Context: an optimization exercise on an open-source flow, tuned for small area. The choices shown serve that exercise and are no tape-out recipe. Function was checked by simulation only, so behaviour that the tests miss may differ from the original.

[flow/flow/run.sh]
#!/bin/bash
# Standard layout; ports buffered with a small buffer, synthesis buffers removed before placement.
set -euo pipefail
export BUFFER_PORTS_ARGS="-buffer_cell sky130_fd_sc_hd__buf_1"
export REMOVE_ABC_BUFFERS=1
export RECOVER_POWER=100
export CTS_ARGS="-sink_clustering_enable -sink_clustering_size 30 -sink_clustering_max_diameter 200 -buf_list sky130_fd_sc_hd__clkbuf_16 -repair_clock_nets"
bash standard.sh > standard_flow.log 2>&1
[flow/standard.sh]
#!/bin/bash
# synth_recipe.tcl (not shown) runs the flow's synth.tcl, then flattens the netlist and writes it again
# the make line also repeats each setting of config.mk as NAME=value (left out here)
make -C /OpenROAD-flow-scripts/flow DESIGN_CONFIG=/design/flow/config.mk WORK_HOME=/design/flow/orfs CLKGATE_MAP_FILE= SYNTH_SCRIPT=/design/flow/synth_recipe.tcl "${@:-finish}"
[flow/config.mk]
export PLATFORM = sky130hd
export DESIGN_NAME = processing_element
export DESIGN_NICKNAME = processing_element
export VERILOG_FILES = /design/flow/design.v
export SDC_FILE = /design/flow/constraint.sdc
export NUM_CORES = 4
export LEC_CHECK = 0
export CAP_MARGIN = 20
export CORE_MARGIN = 2
export CORE_UTILIZATION = 40
export CTS_BUF_LIST = sky130_fd_sc_hd__clkbuf_8
export GPL_TIMING_DRIVEN = 0
export SLEW_MARGIN = 20
export SYNTH_HIERARCHICAL = 1
[flow/constraint.sdc]
create_clock -name core_clock -period 6.5 [get_ports {clk}]
set_input_delay 1.3000 -clock core_clock [delete_from_list [all_inputs] [get_ports {clk}]]
set_output_delay 1.3000 -clock core_clock [all_outputs]
set_load 0.01 [all_outputs]
[flow/design.v]
module processing_element(activation, weight, out, clk, rst);
parameter NON_ZERO_WEIGHTS = 108,
          SPECIAL_CASE = 0,
          FRACTIONAL_BITS = 8,
          BIT_SIZE = 16;
output reg signed [BIT_SIZE-1:0] out;
input [BIT_SIZE-1:0] activation, weight;
input clk, rst;
reg [23:0] s_n;        
reg [15:0] d1, d2, d3, d4;   
reg [6:0] cnt;       
reg valid;           
wire load = (cnt == 0);
wire [23:0] nxt;
wire one1;
wire two2;
wire neg3;
wire x4;
wire x5;
wire x6;
wire x7;
wire x8;
wire x9;
wire x10;
wire x11;
wire x12;
wire x13;
wire x14;
wire x15;
wire x16;
wire x17;
wire x18;
wire x19;
wire pp20;
wire pp21;
wire pp22;
wire pp23;
wire pp24;
wire pp25;
wire pp26;
wire pp27;
wire pp28;
wire pp29;
wire pp30;
wire pp31;
wire pp32;
wire pp33;
wire pp34;
wire pp35;
wire pp36;
wire one37;
wire two38;
wire neg39;
wire x40;
wire x41;
wire x42;
wire x43;
wire x44;
wire x45;
wire x46;
wire x47;
wire x48;
wire x49;
wire x50;
wire x51;
wire x52;
wire x53;
wire x54;
wire x55;
wire pp56;
wire pp57;
wire pp58;
wire pp59;
wire pp60;
wire pp61;
wire pp62;
wire pp63;
wire pp64;
wire pp65;
wire pp66;
wire pp67;
wire pp68;
wire pp69;
wire pp70;
wire pp71;
wire pp72;
wire one73;
wire two74;
wire neg75;
wire x76;
wire x77;
wire x78;
wire x79;
wire x80;
wire x81;
wire x82;
wire x83;
wire x84;
wire x85;
wire x86;
wire x87;
wire x88;
wire x89;
wire x90;
wire x91;
wire pp92;
wire pp93;
wire pp94;
wire pp95;
wire pp96;
wire pp97;
wire pp98;
wire pp99;
wire pp100;
wire pp101;
wire pp102;
wire pp103;
wire pp104;
wire pp105;
wire pp106;
wire pp107;
wire pp108;
wire one109;
wire two110;
wire neg111;
wire x112;
wire x113;
wire x114;
wire x115;
wire x116;
wire x117;
wire x118;
wire x119;
wire x120;
wire x121;
wire x122;
wire x123;
wire x124;
wire x125;
wire x126;
wire x127;
wire pp128;
wire pp129;
wire pp130;
wire pp131;
wire pp132;
wire pp133;
wire pp134;
wire pp135;
wire pp136;
wire pp137;
wire pp138;
wire pp139;
wire pp140;
wire pp141;
wire pp142;
wire pp143;
wire pp144;
wire one145;
wire two146;
wire neg147;
wire x148;
wire x149;
wire x150;
wire x151;
wire x152;
wire x153;
wire x154;
wire x155;
wire x156;
wire x157;
wire x158;
wire x159;
wire x160;
wire x161;
wire x162;
wire x163;
wire pp164;
wire pp165;
wire pp166;
wire pp167;
wire pp168;
wire pp169;
wire pp170;
wire pp171;
wire pp172;
wire pp173;
wire pp174;
wire pp175;
wire pp176;
wire pp177;
wire pp178;
wire pp179;
wire one180;
wire two181;
wire neg182;
wire x183;
wire x184;
wire x185;
wire x186;
wire x187;
wire x188;
wire x189;
wire x190;
wire x191;
wire x192;
wire x193;
wire x194;
wire x195;
wire x196;
wire pp197;
wire pp198;
wire pp199;
wire pp200;
wire pp201;
wire pp202;
wire pp203;
wire pp204;
wire pp205;
wire pp206;
wire pp207;
wire pp208;
wire pp209;
wire pp210;
wire one211;
wire two212;
wire neg213;
wire x214;
wire x215;
wire x216;
wire x217;
wire x218;
wire x219;
wire x220;
wire x221;
wire x222;
wire x223;
wire x224;
wire x225;
wire pp226;
wire pp227;
wire pp228;
wire pp229;
wire pp230;
wire pp231;
wire pp232;
wire pp233;
wire pp234;
wire pp235;
wire pp236;
wire pp237;
wire one238;
wire two239;
wire neg240;
wire x241;
wire x242;
wire x243;
wire x244;
wire x245;
wire x246;
wire x247;
wire x248;
wire x249;
wire x250;
wire pp251;
wire pp252;
wire pp253;
wire pp254;
wire pp255;
wire pp256;
wire pp257;
wire pp258;
wire pp259;
wire pp260;
wire ac261;
wire ac262;
wire ac263;
wire ac264;
wire ac265;
wire ac266;
wire ac267;
wire ac268;
wire ac269;
wire ac270;
wire ac271;
wire ac272;
wire ac273;
wire ac274;
wire ac275;
wire ac276;
wire ac277;
wire ac278;
wire ac279;
wire ac280;
wire ac281;
wire ac282;
wire ac283;
wire ac284;
wire hs285;
wire hc286;
wire hs287;
wire hc288;
wire fs289;
wire fc290;
wire hs291;
wire hc292;
wire hs293;
wire hc294;
wire hs295;
wire hc296;
wire fs297;
wire fc298;
wire hs299;
wire hc300;
wire fs301;
wire fc302;
wire hs303;
wire hc304;
wire fs305;
wire fc306;
wire fs307;
wire fc308;
wire hs309;
wire hc310;
wire fs311;
wire fc312;
wire fs313;
wire fc314;
wire hs315;
wire hc316;
wire fs317;
wire fc318;
wire fs319;
wire fc320;
wire fs321;
wire fc322;
wire fs323;
wire fc324;
wire fs325;
wire fc326;
wire fs327;
wire fc328;
wire fs329;
wire fc330;
wire fs331;
wire fc332;
wire fs333;
wire fc334;
wire fs335;
wire fc336;
wire fs337;
wire fc338;
wire fs339;
wire fc340;
wire fs341;
wire fc342;
wire fs343;
wire fc344;
wire fs345;
wire fc346;
wire fs347;
wire fc348;
wire fs349;
wire fc350;
wire hs351;
wire hc352;
wire fs353;
wire fc354;
wire fs355;
wire fc356;
wire fs357;
wire fc358;
wire hs359;
wire hc360;
wire fs361;
wire fc362;
wire hs363;
wire hs364;
wire hc365;
wire hs366;
wire hc367;
wire fs368;
wire fc369;
wire hs370;
wire hc371;
wire fs372;
wire fc373;
wire hs374;
wire hc375;
wire fs376;
wire fc377;
wire fs378;
wire fc379;
wire fs380;
wire fc381;
wire fs382;
wire fc383;
wire fs384;
wire fc385;
wire fs386;
wire fc387;
wire fs388;
wire fc389;
wire fs390;
wire fc391;
wire fs392;
wire fc393;
wire fs394;
wire fc395;
wire fs396;
wire fc397;
wire fs398;
wire fc399;
wire fs400;
wire fc401;
wire fs402;
wire fc403;
wire fs404;
wire fc405;
wire fs406;
wire fc407;
wire fs408;
wire fc409;
wire fs410;
wire fc411;
wire fs412;
wire fc413;
wire fs414;
wire fc415;
wire fs416;
wire fc417;
wire fs418;
wire fc419;
wire fs420;
wire fc421;
wire fs422;
wire fc423;
wire fs424;
wire fc425;
wire fs426;
wire fc427;
wire fs428;
wire fc429;
wire fs430;
wire fc431;
wire fs432;
wire fc433;
wire fs434;
wire fc435;
wire fs436;
wire fs437;
wire hs438;
wire hc439;
wire hs440;
wire hc441;
wire fs442;
wire fc443;
wire fs444;
wire fc445;
wire fs446;
wire fc447;
wire fs448;
wire fc449;
wire fs450;
wire fc451;
wire fs452;
wire fc453;
wire fs454;
wire fc455;
wire fs456;
wire fc457;
wire fs458;
wire fc459;
wire fs460;
wire fc461;
wire fs462;
wire fc463;
wire fs464;
wire fc465;
wire fs466;
wire fc467;
wire fs468;
wire fc469;
wire fs470;
wire fc471;
wire fs472;
wire fc473;
wire fs474;
wire fc475;
wire fs476;
wire fc477;
wire fs478;
wire fc479;
wire fs480;
wire hs481;
wire hc482;
wire hs483;
wire hc484;
wire fs485;
wire fc486;
wire fs487;
wire fc488;
wire fs489;
wire fc490;
wire fs491;
wire fc492;
wire fs493;
wire fc494;
wire fs495;
wire fc496;
wire fs497;
wire fc498;
wire fs499;
wire fc500;
wire fs501;
wire fc502;
wire fs503;
wire fc504;
wire fs505;
wire fc506;
wire fs507;
wire fc508;
wire fs509;
wire fc510;
wire fs511;
wire fc512;
wire fs513;
wire fc514;
wire fs515;
wire fc516;
wire fs517;
wire fc518;
wire fs519;
wire fc520;
wire fs521;
wire fc522;
wire fs523;
wire fc524;
wire fs525;
wire fc526;
wire fs527;
wire g528;
wire p529;
wire g530;
wire p531;
wire g532;
wire p533;
wire g534;
wire p535;
wire g536;
wire p537;
wire g538;
wire p539;
wire g540;
wire p541;
wire g542;
wire p543;
wire g544;
wire p545;
wire g546;
wire p547;
wire g548;
wire p549;
wire g550;
wire p551;
wire g552;
wire p553;
wire g554;
wire p555;
wire g556;
wire p557;
wire g558;
wire p559;
wire g560;
wire p561;
wire g562;
wire p563;
wire g564;
wire p565;
wire g566;
wire p567;
wire g568;
wire p569;
wire g570;
wire p571;
wire g572;
wire p573;
wire g574;
wire p575;
wire G576;
wire P577;
wire G578;
wire P579;
wire G580;
wire P581;
wire G582;
wire P583;
wire G584;
wire P585;
wire G586;
wire P587;
wire G588;
wire P589;
wire G590;
wire P591;
wire G592;
wire P593;
wire G594;
wire P595;
wire G596;
wire P597;
wire G598;
wire P599;
wire G600;
wire P601;
wire G602;
wire P603;
wire G604;
wire P605;
wire G606;
wire P607;
wire G608;
wire P609;
wire G610;
wire P611;
wire G612;
wire P613;
wire G614;
wire P615;
wire G616;
wire P617;
wire G618;
wire P619;
wire G620;
wire P621;
wire G622;
wire P623;
wire G624;
wire P625;
wire G626;
wire P627;
wire G628;
wire P629;
wire G630;
wire P631;
wire G632;
wire P633;
wire G634;
wire P635;
wire G636;
wire P637;
wire G638;
wire P639;
wire G640;
wire P641;
wire G642;
wire P643;
wire G644;
wire P645;
wire G646;
wire P647;
wire G648;
wire P649;
wire G650;
wire P651;
wire G652;
wire P653;
wire G654;
wire P655;
wire G656;
wire P657;
wire G658;
wire P659;
wire G660;
wire P661;
wire G662;
wire P663;
wire G664;
wire P665;
wire G666;
wire P667;
wire G668;
wire P669;
wire G670;
wire P671;
wire G672;
wire P673;
wire G674;
wire P675;
wire G676;
wire P677;
wire G678;
wire P679;
assign one1 = weight[0] ^ 1'b0;
assign two2 = (weight[1] & ~weight[0] & ~1'b0) | (~weight[1] & weight[0] & 1'b0);
assign neg3 = weight[1] & ~(weight[0] & 1'b0);
assign x4 = activation[0] ^ neg3;
assign x5 = activation[1] ^ neg3;
assign x6 = activation[2] ^ neg3;
assign x7 = activation[3] ^ neg3;
assign x8 = activation[4] ^ neg3;
assign x9 = activation[5] ^ neg3;
assign x10 = activation[6] ^ neg3;
assign x11 = activation[7] ^ neg3;
assign x12 = activation[8] ^ neg3;
assign x13 = activation[9] ^ neg3;
assign x14 = activation[10] ^ neg3;
assign x15 = activation[11] ^ neg3;
assign x16 = activation[12] ^ neg3;
assign x17 = activation[13] ^ neg3;
assign x18 = activation[14] ^ neg3;
assign x19 = activation[15] ^ neg3;
assign pp20 = ((one1 & x4) | (two2 & neg3));
pe_a22o u_sel1 (.a(one1), .b(x5), .c(two2), .d(x4), .y(pp21));
pe_a22o u_sel2 (.a(one1), .b(x6), .c(two2), .d(x5), .y(pp22));
pe_a22o u_sel3 (.a(one1), .b(x7), .c(two2), .d(x6), .y(pp23));
pe_a22o u_sel4 (.a(one1), .b(x8), .c(two2), .d(x7), .y(pp24));
pe_a22o u_sel5 (.a(one1), .b(x9), .c(two2), .d(x8), .y(pp25));
pe_a22o u_sel6 (.a(one1), .b(x10), .c(two2), .d(x9), .y(pp26));
pe_a22o u_sel7 (.a(one1), .b(x11), .c(two2), .d(x10), .y(pp27));
pe_a22o u_sel8 (.a(one1), .b(x12), .c(two2), .d(x11), .y(pp28));
pe_a22o u_sel9 (.a(one1), .b(x13), .c(two2), .d(x12), .y(pp29));
pe_a22o u_sel10 (.a(one1), .b(x14), .c(two2), .d(x13), .y(pp30));
pe_a22o u_sel11 (.a(one1), .b(x15), .c(two2), .d(x14), .y(pp31));
pe_a22o u_sel12 (.a(one1), .b(x16), .c(two2), .d(x15), .y(pp32));
pe_a22o u_sel13 (.a(one1), .b(x17), .c(two2), .d(x16), .y(pp33));
pe_a22o u_sel14 (.a(one1), .b(x18), .c(two2), .d(x17), .y(pp34));
pe_a22o u_sel15 (.a(one1), .b(x19), .c(two2), .d(x18), .y(pp35));
pe_a22oi u_sel16 (.a(one1), .b(x19), .c(two2), .d(x19), .y(pp36));
assign one37 = weight[2] ^ weight[1];
assign two38 = (weight[3] & ~weight[2] & ~weight[1]) | (~weight[3] & weight[2] & weight[1]);
assign neg39 = weight[3] & ~(weight[2] & weight[1]);
assign x40 = activation[0] ^ neg39;
assign x41 = activation[1] ^ neg39;
assign x42 = activation[2] ^ neg39;
assign x43 = activation[3] ^ neg39;
assign x44 = activation[4] ^ neg39;
assign x45 = activation[5] ^ neg39;
assign x46 = activation[6] ^ neg39;
assign x47 = activation[7] ^ neg39;
assign x48 = activation[8] ^ neg39;
assign x49 = activation[9] ^ neg39;
assign x50 = activation[10] ^ neg39;
assign x51 = activation[11] ^ neg39;
assign x52 = activation[12] ^ neg39;
assign x53 = activation[13] ^ neg39;
assign x54 = activation[14] ^ neg39;
assign x55 = activation[15] ^ neg39;
assign pp56 = ((one37 & x40) | (two38 & neg39));
pe_a22o u_sel17 (.a(one37), .b(x41), .c(two38), .d(x40), .y(pp57));
pe_a22o u_sel18 (.a(one37), .b(x42), .c(two38), .d(x41), .y(pp58));
pe_a22o u_sel19 (.a(one37), .b(x43), .c(two38), .d(x42), .y(pp59));
pe_a22o u_sel20 (.a(one37), .b(x44), .c(two38), .d(x43), .y(pp60));
pe_a22o u_sel21 (.a(one37), .b(x45), .c(two38), .d(x44), .y(pp61));
pe_a22o u_sel22 (.a(one37), .b(x46), .c(two38), .d(x45), .y(pp62));
pe_a22o u_sel23 (.a(one37), .b(x47), .c(two38), .d(x46), .y(pp63));
pe_a22o u_sel24 (.a(one37), .b(x48), .c(two38), .d(x47), .y(pp64));
pe_a22o u_sel25 (.a(one37), .b(x49), .c(two38), .d(x48), .y(pp65));
pe_a22o u_sel26 (.a(one37), .b(x50), .c(two38), .d(x49), .y(pp66));
pe_a22o u_sel27 (.a(one37), .b(x51), .c(two38), .d(x50), .y(pp67));
pe_a22o u_sel28 (.a(one37), .b(x52), .c(two38), .d(x51), .y(pp68));
pe_a22o u_sel29 (.a(one37), .b(x53), .c(two38), .d(x52), .y(pp69));
pe_a22o u_sel30 (.a(one37), .b(x54), .c(two38), .d(x53), .y(pp70));
pe_a22o u_sel31 (.a(one37), .b(x55), .c(two38), .d(x54), .y(pp71));
pe_a22oi u_sel32 (.a(one37), .b(x55), .c(two38), .d(x55), .y(pp72));
assign one73 = weight[4] ^ weight[3];
assign two74 = (weight[5] & ~weight[4] & ~weight[3]) | (~weight[5] & weight[4] & weight[3]);
assign neg75 = weight[5] & ~(weight[4] & weight[3]);
assign x76 = activation[0] ^ neg75;
assign x77 = activation[1] ^ neg75;
assign x78 = activation[2] ^ neg75;
assign x79 = activation[3] ^ neg75;
assign x80 = activation[4] ^ neg75;
assign x81 = activation[5] ^ neg75;
assign x82 = activation[6] ^ neg75;
assign x83 = activation[7] ^ neg75;
assign x84 = activation[8] ^ neg75;
assign x85 = activation[9] ^ neg75;
assign x86 = activation[10] ^ neg75;
assign x87 = activation[11] ^ neg75;
assign x88 = activation[12] ^ neg75;
assign x89 = activation[13] ^ neg75;
assign x90 = activation[14] ^ neg75;
assign x91 = activation[15] ^ neg75;
assign pp92 = ((one73 & x76) | (two74 & neg75));
pe_a22o u_sel33 (.a(one73), .b(x77), .c(two74), .d(x76), .y(pp93));
pe_a22o u_sel34 (.a(one73), .b(x78), .c(two74), .d(x77), .y(pp94));
pe_a22o u_sel35 (.a(one73), .b(x79), .c(two74), .d(x78), .y(pp95));
pe_a22o u_sel36 (.a(one73), .b(x80), .c(two74), .d(x79), .y(pp96));
pe_a22o u_sel37 (.a(one73), .b(x81), .c(two74), .d(x80), .y(pp97));
pe_a22o u_sel38 (.a(one73), .b(x82), .c(two74), .d(x81), .y(pp98));
pe_a22o u_sel39 (.a(one73), .b(x83), .c(two74), .d(x82), .y(pp99));
pe_a22o u_sel40 (.a(one73), .b(x84), .c(two74), .d(x83), .y(pp100));
pe_a22o u_sel41 (.a(one73), .b(x85), .c(two74), .d(x84), .y(pp101));
pe_a22o u_sel42 (.a(one73), .b(x86), .c(two74), .d(x85), .y(pp102));
pe_a22o u_sel43 (.a(one73), .b(x87), .c(two74), .d(x86), .y(pp103));
pe_a22o u_sel44 (.a(one73), .b(x88), .c(two74), .d(x87), .y(pp104));
pe_a22o u_sel45 (.a(one73), .b(x89), .c(two74), .d(x88), .y(pp105));
pe_a22o u_sel46 (.a(one73), .b(x90), .c(two74), .d(x89), .y(pp106));
pe_a22o u_sel47 (.a(one73), .b(x91), .c(two74), .d(x90), .y(pp107));
pe_a22oi u_sel48 (.a(one73), .b(x91), .c(two74), .d(x91), .y(pp108));
assign one109 = weight[6] ^ weight[5];
assign two110 = (weight[7] & ~weight[6] & ~weight[5]) | (~weight[7] & weight[6] & weight[5]);
assign neg111 = weight[7] & ~(weight[6] & weight[5]);
assign x112 = activation[0] ^ neg111;
assign x113 = activation[1] ^ neg111;
assign x114 = activation[2] ^ neg111;
assign x115 = activation[3] ^ neg111;
assign x116 = activation[4] ^ neg111;
assign x117 = activation[5] ^ neg111;
assign x118 = activation[6] ^ neg111;
assign x119 = activation[7] ^ neg111;
assign x120 = activation[8] ^ neg111;
assign x121 = activation[9] ^ neg111;
assign x122 = activation[10] ^ neg111;
assign x123 = activation[11] ^ neg111;
assign x124 = activation[12] ^ neg111;
assign x125 = activation[13] ^ neg111;
assign x126 = activation[14] ^ neg111;
assign x127 = activation[15] ^ neg111;
assign pp128 = ((one109 & x112) | (two110 & neg111));
pe_a22o u_sel49 (.a(one109), .b(x113), .c(two110), .d(x112), .y(pp129));
pe_a22o u_sel50 (.a(one109), .b(x114), .c(two110), .d(x113), .y(pp130));
pe_a22o u_sel51 (.a(one109), .b(x115), .c(two110), .d(x114), .y(pp131));
pe_a22o u_sel52 (.a(one109), .b(x116), .c(two110), .d(x115), .y(pp132));
pe_a22o u_sel53 (.a(one109), .b(x117), .c(two110), .d(x116), .y(pp133));
pe_a22o u_sel54 (.a(one109), .b(x118), .c(two110), .d(x117), .y(pp134));
pe_a22o u_sel55 (.a(one109), .b(x119), .c(two110), .d(x118), .y(pp135));
pe_a22o u_sel56 (.a(one109), .b(x120), .c(two110), .d(x119), .y(pp136));
pe_a22o u_sel57 (.a(one109), .b(x121), .c(two110), .d(x120), .y(pp137));
pe_a22o u_sel58 (.a(one109), .b(x122), .c(two110), .d(x121), .y(pp138));
pe_a22o u_sel59 (.a(one109), .b(x123), .c(two110), .d(x122), .y(pp139));
pe_a22o u_sel60 (.a(one109), .b(x124), .c(two110), .d(x123), .y(pp140));
pe_a22o u_sel61 (.a(one109), .b(x125), .c(two110), .d(x124), .y(pp141));
pe_a22o u_sel62 (.a(one109), .b(x126), .c(two110), .d(x125), .y(pp142));
pe_a22o u_sel63 (.a(one109), .b(x127), .c(two110), .d(x126), .y(pp143));
pe_a22oi u_sel64 (.a(one109), .b(x127), .c(two110), .d(x127), .y(pp144));
assign one145 = weight[8] ^ weight[7];
assign two146 = (weight[9] & ~weight[8] & ~weight[7]) | (~weight[9] & weight[8] & weight[7]);
assign neg147 = weight[9] & ~(weight[8] & weight[7]);
assign x148 = activation[0] ^ neg147;
assign x149 = activation[1] ^ neg147;
assign x150 = activation[2] ^ neg147;
assign x151 = activation[3] ^ neg147;
assign x152 = activation[4] ^ neg147;
assign x153 = activation[5] ^ neg147;
assign x154 = activation[6] ^ neg147;
assign x155 = activation[7] ^ neg147;
assign x156 = activation[8] ^ neg147;
assign x157 = activation[9] ^ neg147;
assign x158 = activation[10] ^ neg147;
assign x159 = activation[11] ^ neg147;
assign x160 = activation[12] ^ neg147;
assign x161 = activation[13] ^ neg147;
assign x162 = activation[14] ^ neg147;
assign x163 = activation[15] ^ neg147;
assign pp164 = ((one145 & x148) | (two146 & neg147));
pe_a22o u_sel65 (.a(one145), .b(x149), .c(two146), .d(x148), .y(pp165));
pe_a22o u_sel66 (.a(one145), .b(x150), .c(two146), .d(x149), .y(pp166));
pe_a22o u_sel67 (.a(one145), .b(x151), .c(two146), .d(x150), .y(pp167));
pe_a22o u_sel68 (.a(one145), .b(x152), .c(two146), .d(x151), .y(pp168));
pe_a22o u_sel69 (.a(one145), .b(x153), .c(two146), .d(x152), .y(pp169));
pe_a22o u_sel70 (.a(one145), .b(x154), .c(two146), .d(x153), .y(pp170));
pe_a22o u_sel71 (.a(one145), .b(x155), .c(two146), .d(x154), .y(pp171));
pe_a22o u_sel72 (.a(one145), .b(x156), .c(two146), .d(x155), .y(pp172));
pe_a22o u_sel73 (.a(one145), .b(x157), .c(two146), .d(x156), .y(pp173));
pe_a22o u_sel74 (.a(one145), .b(x158), .c(two146), .d(x157), .y(pp174));
pe_a22o u_sel75 (.a(one145), .b(x159), .c(two146), .d(x158), .y(pp175));
pe_a22o u_sel76 (.a(one145), .b(x160), .c(two146), .d(x159), .y(pp176));
pe_a22o u_sel77 (.a(one145), .b(x161), .c(two146), .d(x160), .y(pp177));
pe_a22o u_sel78 (.a(one145), .b(x162), .c(two146), .d(x161), .y(pp178));
pe_a22o u_sel79 (.a(one145), .b(x163), .c(two146), .d(x162), .y(pp179));
assign one180 = weight[10] ^ weight[9];
assign two181 = (weight[11] & ~weight[10] & ~weight[9]) | (~weight[11] & weight[10] & weight[9]);
assign neg182 = weight[11] & ~(weight[10] & weight[9]);
assign x183 = activation[0] ^ neg182;
assign x184 = activation[1] ^ neg182;
assign x185 = activation[2] ^ neg182;
assign x186 = activation[3] ^ neg182;
assign x187 = activation[4] ^ neg182;
assign x188 = activation[5] ^ neg182;
assign x189 = activation[6] ^ neg182;
assign x190 = activation[7] ^ neg182;
assign x191 = activation[8] ^ neg182;
assign x192 = activation[9] ^ neg182;
assign x193 = activation[10] ^ neg182;
assign x194 = activation[11] ^ neg182;
assign x195 = activation[12] ^ neg182;
assign x196 = activation[13] ^ neg182;
assign pp197 = ((one180 & x183) | (two181 & neg182));
pe_a22o u_sel80 (.a(one180), .b(x184), .c(two181), .d(x183), .y(pp198));
pe_a22o u_sel81 (.a(one180), .b(x185), .c(two181), .d(x184), .y(pp199));
pe_a22o u_sel82 (.a(one180), .b(x186), .c(two181), .d(x185), .y(pp200));
pe_a22o u_sel83 (.a(one180), .b(x187), .c(two181), .d(x186), .y(pp201));
pe_a22o u_sel84 (.a(one180), .b(x188), .c(two181), .d(x187), .y(pp202));
pe_a22o u_sel85 (.a(one180), .b(x189), .c(two181), .d(x188), .y(pp203));
pe_a22o u_sel86 (.a(one180), .b(x190), .c(two181), .d(x189), .y(pp204));
pe_a22o u_sel87 (.a(one180), .b(x191), .c(two181), .d(x190), .y(pp205));
pe_a22o u_sel88 (.a(one180), .b(x192), .c(two181), .d(x191), .y(pp206));
pe_a22o u_sel89 (.a(one180), .b(x193), .c(two181), .d(x192), .y(pp207));
pe_a22o u_sel90 (.a(one180), .b(x194), .c(two181), .d(x193), .y(pp208));
pe_a22o u_sel91 (.a(one180), .b(x195), .c(two181), .d(x194), .y(pp209));
pe_a22o u_sel92 (.a(one180), .b(x196), .c(two181), .d(x195), .y(pp210));
assign one211 = weight[12] ^ weight[11];
assign two212 = (weight[13] & ~weight[12] & ~weight[11]) | (~weight[13] & weight[12] & weight[11]);
assign neg213 = weight[13] & ~(weight[12] & weight[11]);
assign x214 = activation[0] ^ neg213;
assign x215 = activation[1] ^ neg213;
assign x216 = activation[2] ^ neg213;
assign x217 = activation[3] ^ neg213;
assign x218 = activation[4] ^ neg213;
assign x219 = activation[5] ^ neg213;
assign x220 = activation[6] ^ neg213;
assign x221 = activation[7] ^ neg213;
assign x222 = activation[8] ^ neg213;
assign x223 = activation[9] ^ neg213;
assign x224 = activation[10] ^ neg213;
assign x225 = activation[11] ^ neg213;
assign pp226 = ((one211 & x214) | (two212 & neg213));
pe_a22o u_sel93 (.a(one211), .b(x215), .c(two212), .d(x214), .y(pp227));
pe_a22o u_sel94 (.a(one211), .b(x216), .c(two212), .d(x215), .y(pp228));
pe_a22o u_sel95 (.a(one211), .b(x217), .c(two212), .d(x216), .y(pp229));
pe_a22o u_sel96 (.a(one211), .b(x218), .c(two212), .d(x217), .y(pp230));
pe_a22o u_sel97 (.a(one211), .b(x219), .c(two212), .d(x218), .y(pp231));
pe_a22o u_sel98 (.a(one211), .b(x220), .c(two212), .d(x219), .y(pp232));
pe_a22o u_sel99 (.a(one211), .b(x221), .c(two212), .d(x220), .y(pp233));
pe_a22o u_sel100 (.a(one211), .b(x222), .c(two212), .d(x221), .y(pp234));
pe_a22o u_sel101 (.a(one211), .b(x223), .c(two212), .d(x222), .y(pp235));
pe_a22o u_sel102 (.a(one211), .b(x224), .c(two212), .d(x223), .y(pp236));
pe_a22o u_sel103 (.a(one211), .b(x225), .c(two212), .d(x224), .y(pp237));
assign one238 = weight[14] ^ weight[13];
assign two239 = (weight[15] & ~weight[14] & ~weight[13]) | (~weight[15] & weight[14] & weight[13]);
assign neg240 = weight[15] & ~(weight[14] & weight[13]);
assign x241 = activation[0] ^ neg240;
assign x242 = activation[1] ^ neg240;
assign x243 = activation[2] ^ neg240;
assign x244 = activation[3] ^ neg240;
assign x245 = activation[4] ^ neg240;
assign x246 = activation[5] ^ neg240;
assign x247 = activation[6] ^ neg240;
assign x248 = activation[7] ^ neg240;
assign x249 = activation[8] ^ neg240;
assign x250 = activation[9] ^ neg240;
assign pp251 = ((one238 & x241) | (two239 & neg240));
pe_a22o u_sel104 (.a(one238), .b(x242), .c(two239), .d(x241), .y(pp252));
pe_a22o u_sel105 (.a(one238), .b(x243), .c(two239), .d(x242), .y(pp253));
pe_a22o u_sel106 (.a(one238), .b(x244), .c(two239), .d(x243), .y(pp254));
pe_a22o u_sel107 (.a(one238), .b(x245), .c(two239), .d(x244), .y(pp255));
pe_a22o u_sel108 (.a(one238), .b(x246), .c(two239), .d(x245), .y(pp256));
pe_a22o u_sel109 (.a(one238), .b(x247), .c(two239), .d(x246), .y(pp257));
pe_a22o u_sel110 (.a(one238), .b(x248), .c(two239), .d(x247), .y(pp258));
pe_a22o u_sel111 (.a(one238), .b(x249), .c(two239), .d(x248), .y(pp259));
pe_a22o u_sel112 (.a(one238), .b(x250), .c(two239), .d(x249), .y(pp260));
assign ac261 = ~(s_n[0] | load);
assign ac262 = ~(s_n[1] | load);
assign ac263 = ~(s_n[2] | load);
assign ac264 = ~(s_n[3] | load);
assign ac265 = ~(s_n[4] | load);
assign ac266 = ~(s_n[5] | load);
assign ac267 = ~(s_n[6] | load);
assign ac268 = ~(s_n[7] | load);
assign ac269 = ~(s_n[8] | load);
assign ac270 = ~(s_n[9] | load);
assign ac271 = ~(s_n[10] | load);
assign ac272 = ~(s_n[11] | load);
assign ac273 = ~(s_n[12] | load);
assign ac274 = ~(s_n[13] | load);
assign ac275 = ~(s_n[14] | load);
assign ac276 = ~(s_n[15] | load);
assign ac277 = ~(s_n[16] | load);
assign ac278 = ~(s_n[17] | load);
assign ac279 = ~(s_n[18] | load);
assign ac280 = ~(s_n[19] | load);
assign ac281 = ~(s_n[20] | load);
assign ac282 = ~(s_n[21] | load);
assign ac283 = ~(s_n[22] | load);
assign ac284 = ~(s_n[23] | load);
pe_ha u_ha113 (.a(ac275), .b(neg240), .s(hs285), .co(hc286));
pe_ha u_ha114 (.a(ac276), .b(pp35), .s(hs287), .co(hc288));
pe_fa u_fa115 (.a(1'b1), .b(ac277), .c(pp36), .s(fs289), .co(fc290));
pe_ha u_ha116 (.a(1'b1), .b(ac278), .s(hs291), .co(hc292));
pe_ha u_ha117 (.a(ac269), .b(neg147), .s(hs293), .co(hc294));
pe_ha u_ha118 (.a(ac270), .b(pp29), .s(hs295), .co(hc296));
pe_fa u_fa119 (.a(ac271), .b(neg182), .c(pp30), .s(fs297), .co(fc298));
pe_ha u_ha120 (.a(pp64), .b(pp98), .s(hs299), .co(hc300));
pe_fa u_fa121 (.a(ac272), .b(pp31), .c(pp65), .s(fs301), .co(fc302));
pe_ha u_ha122 (.a(pp99), .b(pp133), .s(hs303), .co(hc304));
pe_fa u_fa123 (.a(ac273), .b(neg213), .c(pp32), .s(fs305), .co(fc306));
pe_fa u_fa124 (.a(pp66), .b(pp100), .c(pp134), .s(fs307), .co(fc308));
pe_ha u_ha125 (.a(pp168), .b(pp199), .s(hs309), .co(hc310));
pe_fa u_fa126 (.a(ac274), .b(pp33), .c(pp67), .s(fs311), .co(fc312));
pe_fa u_fa127 (.a(pp101), .b(pp135), .c(pp169), .s(fs313), .co(fc314));
pe_ha u_ha128 (.a(pp200), .b(pp227), .s(hs315), .co(hc316));
pe_fa u_fa129 (.a(hs285), .b(pp34), .c(pp68), .s(fs317), .co(fc318));
pe_fa u_fa130 (.a(pp102), .b(pp136), .c(pp170), .s(fs319), .co(fc320));
pe_fa u_fa131 (.a(pp201), .b(pp228), .c(pp251), .s(fs321), .co(fc322));
pe_fa u_fa132 (.a(hc286), .b(pp69), .c(pp103), .s(fs323), .co(fc324));
pe_fa u_fa133 (.a(pp137), .b(pp171), .c(pp202), .s(fs325), .co(fc326));
pe_fa u_fa134 (.a(pp229), .b(pp252), .c(hs287), .s(fs327), .co(fc328));
pe_fa u_fa135 (.a(pp70), .b(pp104), .c(pp138), .s(fs329), .co(fc330));
pe_fa u_fa136 (.a(pp172), .b(pp203), .c(pp230), .s(fs331), .co(fc332));
pe_fa u_fa137 (.a(pp253), .b(hc288), .c(fs289), .s(fs333), .co(fc334));
pe_fa u_fa138 (.a(hs291), .b(pp71), .c(pp105), .s(fs335), .co(fc336));
pe_fa u_fa139 (.a(pp139), .b(pp173), .c(pp204), .s(fs337), .co(fc338));
pe_fa u_fa140 (.a(pp231), .b(pp254), .c(fc290), .s(fs339), .co(fc340));
pe_fa u_fa141 (.a(ac279), .b(hc292), .c(pp72), .s(fs341), .co(fc342));
pe_fa u_fa142 (.a(pp106), .b(pp140), .c(pp174), .s(fs343), .co(fc344));
pe_fa u_fa143 (.a(pp205), .b(pp232), .c(pp255), .s(fs345), .co(fc346));
pe_fa u_fa144 (.a(1'b1), .b(ac280), .c(pp107), .s(fs347), .co(fc348));
pe_fa u_fa145 (.a(pp141), .b(pp175), .c(pp206), .s(fs349), .co(fc350));
pe_ha u_ha146 (.a(pp233), .b(pp256), .s(hs351), .co(hc352));
pe_fa u_fa147 (.a(ac281), .b(pp108), .c(pp142), .s(fs353), .co(fc354));
pe_fa u_fa148 (.a(pp176), .b(pp207), .c(pp234), .s(fs355), .co(fc356));
pe_fa u_fa149 (.a(1'b1), .b(ac282), .c(pp143), .s(fs357), .co(fc358));
pe_ha u_ha150 (.a(pp177), .b(pp208), .s(hs359), .co(hc360));
pe_fa u_fa151 (.a(ac283), .b(pp144), .c(pp178), .s(fs361), .co(fc362));
assign hs363 = 1'b1 ^ ac284;
pe_ha u_ha152 (.a(ac265), .b(neg75), .s(hs364), .co(hc365));
pe_ha u_ha153 (.a(ac266), .b(pp25), .s(hs366), .co(hc367));
pe_fa u_fa154 (.a(ac267), .b(neg111), .c(pp26), .s(fs368), .co(fc369));
pe_ha u_ha155 (.a(pp60), .b(pp94), .s(hs370), .co(hc371));
pe_fa u_fa156 (.a(ac268), .b(pp27), .c(pp61), .s(fs372), .co(fc373));
pe_ha u_ha157 (.a(pp95), .b(pp129), .s(hs374), .co(hc375));
pe_fa u_fa158 (.a(hs293), .b(pp28), .c(pp62), .s(fs376), .co(fc377));
pe_fa u_fa159 (.a(pp96), .b(pp130), .c(pp164), .s(fs378), .co(fc379));
pe_fa u_fa160 (.a(hc294), .b(pp63), .c(pp97), .s(fs380), .co(fc381));
pe_fa u_fa161 (.a(pp131), .b(pp165), .c(hs295), .s(fs382), .co(fc383));
pe_fa u_fa162 (.a(pp132), .b(pp166), .c(pp197), .s(fs384), .co(fc385));
pe_fa u_fa163 (.a(hc296), .b(hs299), .c(fs297), .s(fs386), .co(fc387));
pe_fa u_fa164 (.a(pp167), .b(pp198), .c(hc300), .s(fs388), .co(fc389));
pe_fa u_fa165 (.a(hs303), .b(fc298), .c(fs301), .s(fs390), .co(fc391));
pe_fa u_fa166 (.a(pp226), .b(hc304), .c(hs309), .s(fs392), .co(fc393));
pe_fa u_fa167 (.a(fc302), .b(fs305), .c(fs307), .s(fs394), .co(fc395));
pe_fa u_fa168 (.a(hc310), .b(hs315), .c(fc306), .s(fs396), .co(fc397));
pe_fa u_fa169 (.a(fc308), .b(fs311), .c(fs313), .s(fs398), .co(fc399));
pe_fa u_fa170 (.a(hc316), .b(fc312), .c(fc314), .s(fs400), .co(fc401));
pe_fa u_fa171 (.a(fs317), .b(fs319), .c(fs321), .s(fs402), .co(fc403));
pe_fa u_fa172 (.a(fc318), .b(fc320), .c(fc322), .s(fs404), .co(fc405));
pe_fa u_fa173 (.a(fs323), .b(fs325), .c(fs327), .s(fs406), .co(fc407));
pe_fa u_fa174 (.a(fc324), .b(fc326), .c(fs329), .s(fs408), .co(fc409));
pe_fa u_fa175 (.a(fs331), .b(fc328), .c(fs333), .s(fs410), .co(fc411));
pe_fa u_fa176 (.a(fc330), .b(fc332), .c(fs335), .s(fs412), .co(fc413));
pe_fa u_fa177 (.a(fs337), .b(fc334), .c(fs339), .s(fs414), .co(fc415));
pe_fa u_fa178 (.a(fc336), .b(fc338), .c(fs341), .s(fs416), .co(fc417));
pe_fa u_fa179 (.a(fs343), .b(fs345), .c(fc340), .s(fs418), .co(fc419));
pe_fa u_fa180 (.a(hs351), .b(fc342), .c(fc344), .s(fs420), .co(fc421));
pe_fa u_fa181 (.a(fc346), .b(fs347), .c(fs349), .s(fs422), .co(fc423));
pe_fa u_fa182 (.a(pp257), .b(hc352), .c(fc348), .s(fs424), .co(fc425));
pe_fa u_fa183 (.a(fc350), .b(fs353), .c(fs355), .s(fs426), .co(fc427));
pe_fa u_fa184 (.a(pp235), .b(pp258), .c(hs359), .s(fs428), .co(fc429));
pe_fa u_fa185 (.a(fc354), .b(fc356), .c(fs357), .s(fs430), .co(fc431));
pe_fa u_fa186 (.a(pp209), .b(pp236), .c(pp259), .s(fs432), .co(fc433));
pe_fa u_fa187 (.a(hc360), .b(fc358), .c(fs361), .s(fs434), .co(fc435));
assign fs436 = hs363 ^ pp179 ^ pp210;
assign fs437 = pp237 ^ pp260 ^ fc362;
pe_ha u_ha188 (.a(ac263), .b(neg39), .s(hs438), .co(hc439));
pe_ha u_ha189 (.a(ac264), .b(pp23), .s(hs440), .co(hc441));
pe_fa u_fa190 (.a(hs364), .b(pp24), .c(pp58), .s(fs442), .co(fc443));
pe_fa u_fa191 (.a(hc365), .b(pp59), .c(pp93), .s(fs444), .co(fc445));
pe_fa u_fa192 (.a(pp128), .b(hc367), .c(hs370), .s(fs446), .co(fc447));
pe_fa u_fa193 (.a(hc371), .b(hs374), .c(fc369), .s(fs448), .co(fc449));
pe_fa u_fa194 (.a(hc375), .b(fc373), .c(fs376), .s(fs450), .co(fc451));
pe_fa u_fa195 (.a(fc377), .b(fc379), .c(fs380), .s(fs452), .co(fc453));
pe_fa u_fa196 (.a(fc381), .b(fs384), .c(fc383), .s(fs454), .co(fc455));
pe_fa u_fa197 (.a(fc385), .b(fs388), .c(fc387), .s(fs456), .co(fc457));
pe_fa u_fa198 (.a(fc389), .b(fs392), .c(fc391), .s(fs458), .co(fc459));
pe_fa u_fa199 (.a(fc393), .b(fc395), .c(fs396), .s(fs460), .co(fc461));
pe_fa u_fa200 (.a(fc397), .b(fc399), .c(fs400), .s(fs462), .co(fc463));
pe_fa u_fa201 (.a(fc401), .b(fc403), .c(fs404), .s(fs464), .co(fc465));
pe_fa u_fa202 (.a(fc405), .b(fs408), .c(fc407), .s(fs466), .co(fc467));
pe_fa u_fa203 (.a(fc409), .b(fs412), .c(fc411), .s(fs468), .co(fc469));
pe_fa u_fa204 (.a(fc413), .b(fs416), .c(fc415), .s(fs470), .co(fc471));
pe_fa u_fa205 (.a(fc417), .b(fs420), .c(fs422), .s(fs472), .co(fc473));
pe_fa u_fa206 (.a(fc421), .b(fc423), .c(fs424), .s(fs474), .co(fc475));
pe_fa u_fa207 (.a(fs428), .b(fc425), .c(fc427), .s(fs476), .co(fc477));
pe_fa u_fa208 (.a(fs432), .b(fc429), .c(fc431), .s(fs478), .co(fc479));
assign fs480 = fc433 ^ fs436 ^ fc435;
pe_ha u_ha209 (.a(ac261), .b(neg3), .s(hs481), .co(hc482));
pe_ha u_ha210 (.a(ac262), .b(pp21), .s(hs483), .co(hc484));
pe_fa u_fa211 (.a(hs438), .b(pp22), .c(pp56), .s(fs485), .co(fc486));
pe_fa u_fa212 (.a(hc439), .b(pp57), .c(hs440), .s(fs487), .co(fc488));
pe_fa u_fa213 (.a(pp92), .b(hc441), .c(fs442), .s(fs489), .co(fc490));
pe_fa u_fa214 (.a(hs366), .b(fc443), .c(fs444), .s(fs491), .co(fc492));
pe_fa u_fa215 (.a(fc445), .b(fs368), .c(fs446), .s(fs493), .co(fc494));
pe_fa u_fa216 (.a(fs372), .b(fc447), .c(fs448), .s(fs495), .co(fc496));
pe_fa u_fa217 (.a(fs378), .b(fc449), .c(fs450), .s(fs497), .co(fc498));
pe_fa u_fa218 (.a(fs382), .b(fc451), .c(fs452), .s(fs499), .co(fc500));
pe_fa u_fa219 (.a(fc453), .b(fs386), .c(fs454), .s(fs501), .co(fc502));
pe_fa u_fa220 (.a(fs390), .b(fc455), .c(fs456), .s(fs503), .co(fc504));
pe_fa u_fa221 (.a(fs394), .b(fc457), .c(fs458), .s(fs505), .co(fc506));
pe_fa u_fa222 (.a(fs398), .b(fc459), .c(fs460), .s(fs507), .co(fc508));
pe_fa u_fa223 (.a(fs402), .b(fc461), .c(fs462), .s(fs509), .co(fc510));
pe_fa u_fa224 (.a(fs406), .b(fc463), .c(fs464), .s(fs511), .co(fc512));
pe_fa u_fa225 (.a(fc465), .b(fs410), .c(fs466), .s(fs513), .co(fc514));
pe_fa u_fa226 (.a(fs414), .b(fc467), .c(fs468), .s(fs515), .co(fc516));
pe_fa u_fa227 (.a(fs418), .b(fc469), .c(fs470), .s(fs517), .co(fc518));
pe_fa u_fa228 (.a(fc419), .b(fs472), .c(fc471), .s(fs519), .co(fc520));
pe_fa u_fa229 (.a(fs426), .b(fc473), .c(fs474), .s(fs521), .co(fc522));
pe_fa u_fa230 (.a(fs430), .b(fc475), .c(fs476), .s(fs523), .co(fc524));
pe_fa u_fa231 (.a(fs434), .b(fc477), .c(fs478), .s(fs525), .co(fc526));
assign fs527 = fs437 ^ fc479 ^ fs480;
assign g528 = hs481 & pp20;
assign p529 = hs481 ^ pp20;
assign g530 = hc482 & hs483;
assign p531 = hc482 ^ hs483;
assign g532 = hc484 & fs485;
assign p533 = hc484 ^ fs485;
assign g534 = fc486 & fs487;
assign p535 = fc486 ^ fs487;
assign g536 = fc488 & fs489;
assign p537 = fc488 ^ fs489;
assign g538 = fc490 & fs491;
assign p539 = fc490 ^ fs491;
assign g540 = fc492 & fs493;
assign p541 = fc492 ^ fs493;
assign g542 = fc494 & fs495;
assign p543 = fc494 ^ fs495;
assign g544 = fc496 & fs497;
assign p545 = fc496 ^ fs497;
assign g546 = fc498 & fs499;
assign p547 = fc498 ^ fs499;
assign g548 = fc500 & fs501;
assign p549 = fc500 ^ fs501;
assign g550 = fc502 & fs503;
assign p551 = fc502 ^ fs503;
assign g552 = fc504 & fs505;
assign p553 = fc504 ^ fs505;
assign g554 = fc506 & fs507;
assign p555 = fc506 ^ fs507;
assign g556 = fc508 & fs509;
assign p557 = fc508 ^ fs509;
assign g558 = fc510 & fs511;
assign p559 = fc510 ^ fs511;
assign g560 = fc512 & fs513;
assign p561 = fc512 ^ fs513;
assign g562 = fc514 & fs515;
assign p563 = fc514 ^ fs515;
assign g564 = fc516 & fs517;
assign p565 = fc516 ^ fs517;
assign g566 = fc518 & fs519;
assign p567 = fc518 ^ fs519;
assign g568 = fc520 & fs521;
assign p569 = fc520 ^ fs521;
assign g570 = fc522 & fs523;
assign p571 = fc522 ^ fs523;
assign g572 = fc524 & fs525;
assign p573 = fc524 ^ fs525;
assign g574 = fc526 & fs527;
assign p575 = fc526 ^ fs527;
assign G576 = g530 | (p531 & g528);
assign P577 = p531 & p529;
assign G578 = g534 | (p535 & g532);
assign P579 = p535 & p533;
assign G580 = g538 | (p539 & g536);
assign P581 = p539 & p537;
assign G582 = g542 | (p543 & g540);
assign P583 = p543 & p541;
assign G584 = g546 | (p547 & g544);
assign P585 = p547 & p545;
assign G586 = g550 | (p551 & g548);
assign P587 = p551 & p549;
assign G588 = g554 | (p555 & g552);
assign P589 = p555 & p553;
assign G590 = g558 | (p559 & g556);
assign P591 = p559 & p557;
assign G592 = g562 | (p563 & g560);
assign P593 = p563 & p561;
assign G594 = g566 | (p567 & g564);
assign P595 = p567 & p565;
assign G596 = g570 | (p571 & g568);
assign P597 = p571 & p569;
assign G598 = g574 | (p575 & g572);
assign P599 = p575 & p573;
assign G600 = g532 | (p533 & G576);
assign P601 = p533 & P577;
assign G602 = G578 | (P579 & G576);
assign P603 = P579 & P577;
assign G604 = g540 | (p541 & G580);
assign P605 = p541 & P581;
assign G606 = G582 | (P583 & G580);
assign P607 = P583 & P581;
assign G608 = g548 | (p549 & G584);
assign P609 = p549 & P585;
assign G610 = G586 | (P587 & G584);
assign P611 = P587 & P585;
assign G612 = g556 | (p557 & G588);
assign P613 = p557 & P589;
assign G614 = G590 | (P591 & G588);
assign P615 = P591 & P589;
assign G616 = g564 | (p565 & G592);
assign P617 = p565 & P593;
assign G618 = G594 | (P595 & G592);
assign P619 = P595 & P593;
assign G620 = g572 | (p573 & G596);
assign P621 = p573 & P597;
assign G622 = G598 | (P599 & G596);
assign P623 = P599 & P597;
assign G624 = g536 | (p537 & G602);
assign P625 = p537 & P603;
assign G626 = G580 | (P581 & G602);
assign P627 = P581 & P603;
assign G628 = G604 | (P605 & G602);
assign P629 = P605 & P603;
assign G630 = G606 | (P607 & G602);
assign P631 = P607 & P603;
assign G632 = g552 | (p553 & G610);
assign P633 = p553 & P611;
assign G634 = G588 | (P589 & G610);
assign P635 = P589 & P611;
assign G636 = G612 | (P613 & G610);
assign P637 = P613 & P611;
assign G638 = G614 | (P615 & G610);
assign P639 = P615 & P611;
assign G640 = g568 | (p569 & G618);
assign P641 = p569 & P619;
assign G642 = G596 | (P597 & G618);
assign P643 = P597 & P619;
assign G644 = G620 | (P621 & G618);
assign P645 = P621 & P619;
assign G646 = G622 | (P623 & G618);
assign P647 = P623 & P619;
assign G648 = g544 | (p545 & G630);
assign P649 = p545 & P631;
assign G650 = G584 | (P585 & G630);
assign P651 = P585 & P631;
assign G652 = G608 | (P609 & G630);
assign P653 = P609 & P631;
assign G654 = G610 | (P611 & G630);
assign P655 = P611 & P631;
assign G656 = G632 | (P633 & G630);
assign P657 = P633 & P631;
assign G658 = G634 | (P635 & G630);
assign P659 = P635 & P631;
assign G660 = G636 | (P637 & G630);
assign P661 = P637 & P631;
assign G662 = G638 | (P639 & G630);
assign P663 = P639 & P631;
assign G664 = g560 | (p561 & G662);
assign P665 = p561 & P663;
assign G666 = G592 | (P593 & G662);
assign P667 = P593 & P663;
assign G668 = G616 | (P617 & G662);
assign P669 = P617 & P663;
assign G670 = G618 | (P619 & G662);
assign P671 = P619 & P663;
assign G672 = G640 | (P641 & G662);
assign P673 = P641 & P663;
assign G674 = G642 | (P643 & G662);
assign P675 = P643 & P663;
assign G676 = G644 | (P645 & G662);
assign P677 = P645 & P663;
assign G678 = G646 | (P647 & G662);
assign P679 = P647 & P663;
assign nxt[0] = p529;
assign nxt[1] = (p531 ^ g528);
assign nxt[2] = (p533 ^ G576);
assign nxt[3] = (p535 ^ G600);
assign nxt[4] = (p537 ^ G602);
assign nxt[5] = (p539 ^ G624);
assign nxt[6] = (p541 ^ G626);
assign nxt[7] = (p543 ^ G628);
assign nxt[8] = (p545 ^ G630);
assign nxt[9] = (p547 ^ G648);
assign nxt[10] = (p549 ^ G650);
assign nxt[11] = (p551 ^ G652);
assign nxt[12] = (p553 ^ G654);
assign nxt[13] = (p555 ^ G656);
assign nxt[14] = (p557 ^ G658);
assign nxt[15] = (p559 ^ G660);
assign nxt[16] = (p561 ^ G662);
assign nxt[17] = (p563 ^ G664);
assign nxt[18] = (p565 ^ G666);
assign nxt[19] = (p567 ^ G668);
assign nxt[20] = (p569 ^ G670);
assign nxt[21] = (p571 ^ G672);
assign nxt[22] = (p573 ^ G674);
assign nxt[23] = (p575 ^ G676);
always @(posedge clk) begin
  s_n <= ~nxt;
  d1 <= s_n[FRACTIONAL_BITS+15:FRACTIONAL_BITS];
  d2 <= d1;
  d3 <= d2;
  d4 <= d3;
  if (!rst) begin
    cnt <= 0;
    valid <= 1'b0;
    out <= 0;
  end else begin
    cnt <= (cnt == NON_ZERO_WEIGHTS - 1) ? 7'd0 : cnt + 7'd1;
    valid <= valid | (cnt == 4);
    out <= valid ? ~d4 : 16'd0;
  end
end
endmodule
module pe_fa(a, b, c, s, co);
input a, b, c;
output s, co;
assign s = a ^ b ^ c;
assign co = (a & b) | (a & c) | (b & c);
endmodule
module pe_a22o(a, b, c, d, y);
input a, b, c, d;
output y;
assign y = (a & b) | (c & d);
endmodule
module pe_a22oi(a, b, c, d, y);
input a, b, c, d;
output y;
assign y = ~((a & b) | (c & d));
endmodule
module pe_ha(a, b, s, co);
input a, b;
output s, co;
assign s = a ^ b;
assign co = a & b;
endmodule
==> run notes <==
## kinds of logic (layout without fill, tap and decap cells)
group | after synthesis | in the layout
flops | 112 | 112
buf+inv | 60 | 92
xor+xnor | 144 | 144
simple gates | 115 | 115
fa+ha+maj | 155 | 155
mux | 1 | 1
other cells | 1 | 4
compound gates | 168 | 168
## layer usage
layer  GRT usage  vias to the layer above
li1            -                     2677
met1       0.223                     2602
met2       0.244                      101
met3      0.0189                       19
met4      0.0453                        0
met5           0                        -
## cell usage after synthesis, drive strengths merged, types with 4 or more instances
master  count
and2        5
xor2       30
nand2      11
nand3b      7
nand3       4
inv        24
nor2       50
nor3        4
fa        105
nand2b     16
a22o      115
xnor2     114
ha         50
a21oi      13
a22oi       4
dfxtp     112
a21o        6
buf         9
o21ai      14
clkbuf     27
nor2b       5
nor4        4
## worst max path at each step
stage | startpoint | to | slack, ns | cells after the start
after floorplan | weight[2] | s_n[17] | 0.41 | 13
after global placement | weight[1] | s_n[23] | -0.97 | 16
after detailed placement | weight[1] | s_n[23] | -0.42 | 16
after CTS | weight[1] | s_n[23] | 0.12 | 15
after global routing | weight[9] | s_n[23] | 0.08 | 16
final | weight[9] | s_n[17] | 0.28 | 15
## layout make-up
type / count / area, µm²
clock buffers: 9 / 225
multi-input cells: 587 / 6060
clock inverters: 7 / 62.6
inverters: 24 / 90.1
flip-flops and latches: 112 / 2240
repair buffers: 52 / 208
well taps: 275 / 344
fillers: 2026 / 11700
## metrics by stage
| step | hold slack [ns] | utilization | std cells |
|---|---|---|---|
| 6_report | 0.320 | 0.440 | 1066 |
| 5_1_grt | 0.323 | 0.440 | 1066 |
| 4_1_cts | 0.321 | 0.441 | 1066 |
| 3_5_place_dp | 0.312 | 0.427 | 1050 |
| 3_3_place_gp | 0.312 | 0.426 | 1047 |
| 2_1_floorplan | 0.310 | - | 723 |
## Yosys stat by module (local to each module, per instance)
module | flops+latches | cells | cell area [µm²] | copies in the design
pe_a22oi | 0 | 1 | 12.5 | 4
pe_ha | 0 | 1 | 12.5 | 19
processing_element | 112 | 525 | 5290 | 1
pe_fa | 0 | 1 | 20.0 | 100
pe_a22o | 0 | 1 | 8.76 | 108
## state kept, by name, summed over array words and instances, names as in the netlist
signal  flops
cnt         7
d1         16
d2         16
d3         16
d4         16
out        16
s_n        24
valid       1
## what timing repair did
item,CTS,global route
resized for setup,1,4
endpoints found under the hold margin,0,0
setup endpoints to repair,4,4
==> impl_metrics.csv <==
group,metric,value,unit
layout,final_cell_mix,"115 x a22o_1, 114 x xnor2_1, 112 x dfxtp_1",
routing,drt_wl_total,16.3,mm
layout,finish.instance_area,0.00923,mm²
placed_design,dpl.hpwl,14.2,mm
floorplan,rows,53,
placed_design,dpl_worst_slack,-0.422,ns
critical_path,critPathMostFrequentCell,"fa_1",
critical_path,crit_path_max_fanout,15,
sta,fin_crit_sh,0.957,
floorplan,die-width,150,µm
sta,worst_clock_skew,0.0104,ns
synthesis,yosys-mux-area-fraction,0.00132,
sta,finalHoldViolations,0,
sta,setup_viol,0,
critical_path,path_cells,"clkbuf_1 -> ha_1 -> nand2b_1 -> xnor2_1 -> a22o_1 -> fa_1 -> fa_1 -> fa_1 -> fa_1 -> ha_1 -> and4_1 -> a221oi_2 -> nand2_4 -> fa_1 -> xnor2_1",
sta,rsz0062_at_grt,"no",
sta,fin_setup_tns,0,ns
clocking,cts_setup_buffers,0,
synthesis,synth_cells,756,
routing,drt_iter0_drc,213,
critical_path,r2r-start,"cnt[0]",
floorplan,ios,50,
routing,num_vias,5399,
synthesis,synth_seq_area_share,0.263,
global_route,grt_pass1_vias,5387,
critical_path,reg2reg_to,"s_n[17]",
run_status,status,"timing/DRC/antenna clean",
clocking,cts_buffers,9,
sta,tightest_slew,0.982,ns
worst_hold_path,hold_path.class,"flop to flop",
flow_run,drv_cap,0,
floorplan,dieArea,0.0225,mm²
synthesis,async_reset_ff_frac,0,
placed_design,dpl_cell_area,0.00894,mm²
critical_path,crit_slowest_cell,"nand2b_1",
layout,drive_gt1_frac,0.0556,
critical_path,cp_num_buf_inv,1,
critical_path,cp-end-kind,"flop",
synthesis,synth-adder-area-share,0.320,
critical_path,required,6.73,ns
global_route,grt_max_degree,24,
sta,min_period,6.22,ns
sta,fmax,0.161,GHz
synthesis,netlist_area,0.00852,mm²
floorplan,die_h,150,µm
layout,layout_commonest_cell,"a22o_1",
critical_path,r2r_slack,0.59,ns
synthesis,synth-warning-count,7,
clocking,cts_htree_levels,3,
synthesis,synth_top_family_by_area,"adder cells",
clocking,root_buffer,"clkbuf_16",
synthesis,ys_ff_latch,112,
placed_design,portBuffers,49,
clocking,clk-insertion-delay-late,0.34,ns
sta,relSlewSlack,0.341,
layout,synthToLayoutAreaGrowth,8.28,%
routing,top_layer_used,"met4",
synthesis,synth_edf_count,0,
synthesis,synthSimpleGateAreaFrac,0.0702,
critical_path,reg2reg_depth,16,
layout,finish.net_count,975,
critical_path,worstPathArrival,6.45,ns
synthesis,netlist_top_cells_area,"dfxtp_1 26%, fa_1 25%, a22o_1 12%",
synthesis,synth_compound_area_frac,0.169,
global_route,overflow,0,
clocking,cts_sinks,112,
routing,met1Wirelength,8.39,mm
worst_hold_path,holdPathStages,0,
routing,wl_met2,7.13,mm
critical_path,max_stage_delay,0.64,ns
critical_path,worstSetupStartpointType,"primary input",
routing,ant_nets,0,
global_route,grt_pass1_wl,27.7,mm
worst_hold_path,min_from,"d1[2]",
synthesis,synth.top_cell.area_share,0.263,
routing,vias_per_cell,5.06,
synthesis,syn_avg_cell_area,11.3,µm²
synthesis,synth_top_area_cell,"dfxtp_1",
layout,diodes,0,
clocking,cts_tree,"built",
clocking,cts_hold_buf,0,
synthesis,synth_ff_type,"dfxtp_1",
routing,drcViolationCount,0,
floorplan,initial_core_util,0.407,
routing,wl_met3,572,µm
sta,fin_ws,0.282,ns
global_route,grtUsageTotal,0.155,
global_route,antenna_found_initial,0,
routing,firstDrtPassIters,4,
clocking,clk_path_buf_depth,2,
worst_hold_path,worst_hold_path.endpoint,"d2[2]",
placed_design,routabilityCongestion,0.813,
sta,drv_slew,0,
clocking,clk_pin_slew,0.07,ns
synthesis,yosys.area_share.xor_xnor,0.148,
synthesis,synth.distinct_cells,53,
routing,wl_per_cell,15.3,µm
critical_path,cp_top_family,"adder cells",
floorplan,coreArea,0.0210,mm²
critical_path,crit_type,"primary input to flop",

==> static timing again, ports no longer ideal <==
How much do the figures lean on ideal ports? The routed layout below was timed once more, with nothing changed but the port constraints. Step 1 assumes that a clkbuf_16 drives the clock port and a buf_2 every other input. Step 2 adds t to the input delays and takes it off the output delays; t is the mean of the earliest and latest rising clock arrival at the registers after step 1. Input paths then give back, and output paths get back, about the clock's delay inside the block. Three values: no drivers, after step 1, after step 2; two values: the first two.
t, ns: 0.373
setup WS [ns]: 0.282 / 0.297 / -0.076
clock arrival spread, ns: 0.010 / 0.010
worst register clock-pin slew, ns: 0.08 / 0.08
With both steps, setup timing fails in this run, where it was met with ideal ports. For this run, drivers alone change the setup slack by +0.015 ns; drivers and shift together by -0.358 ns.
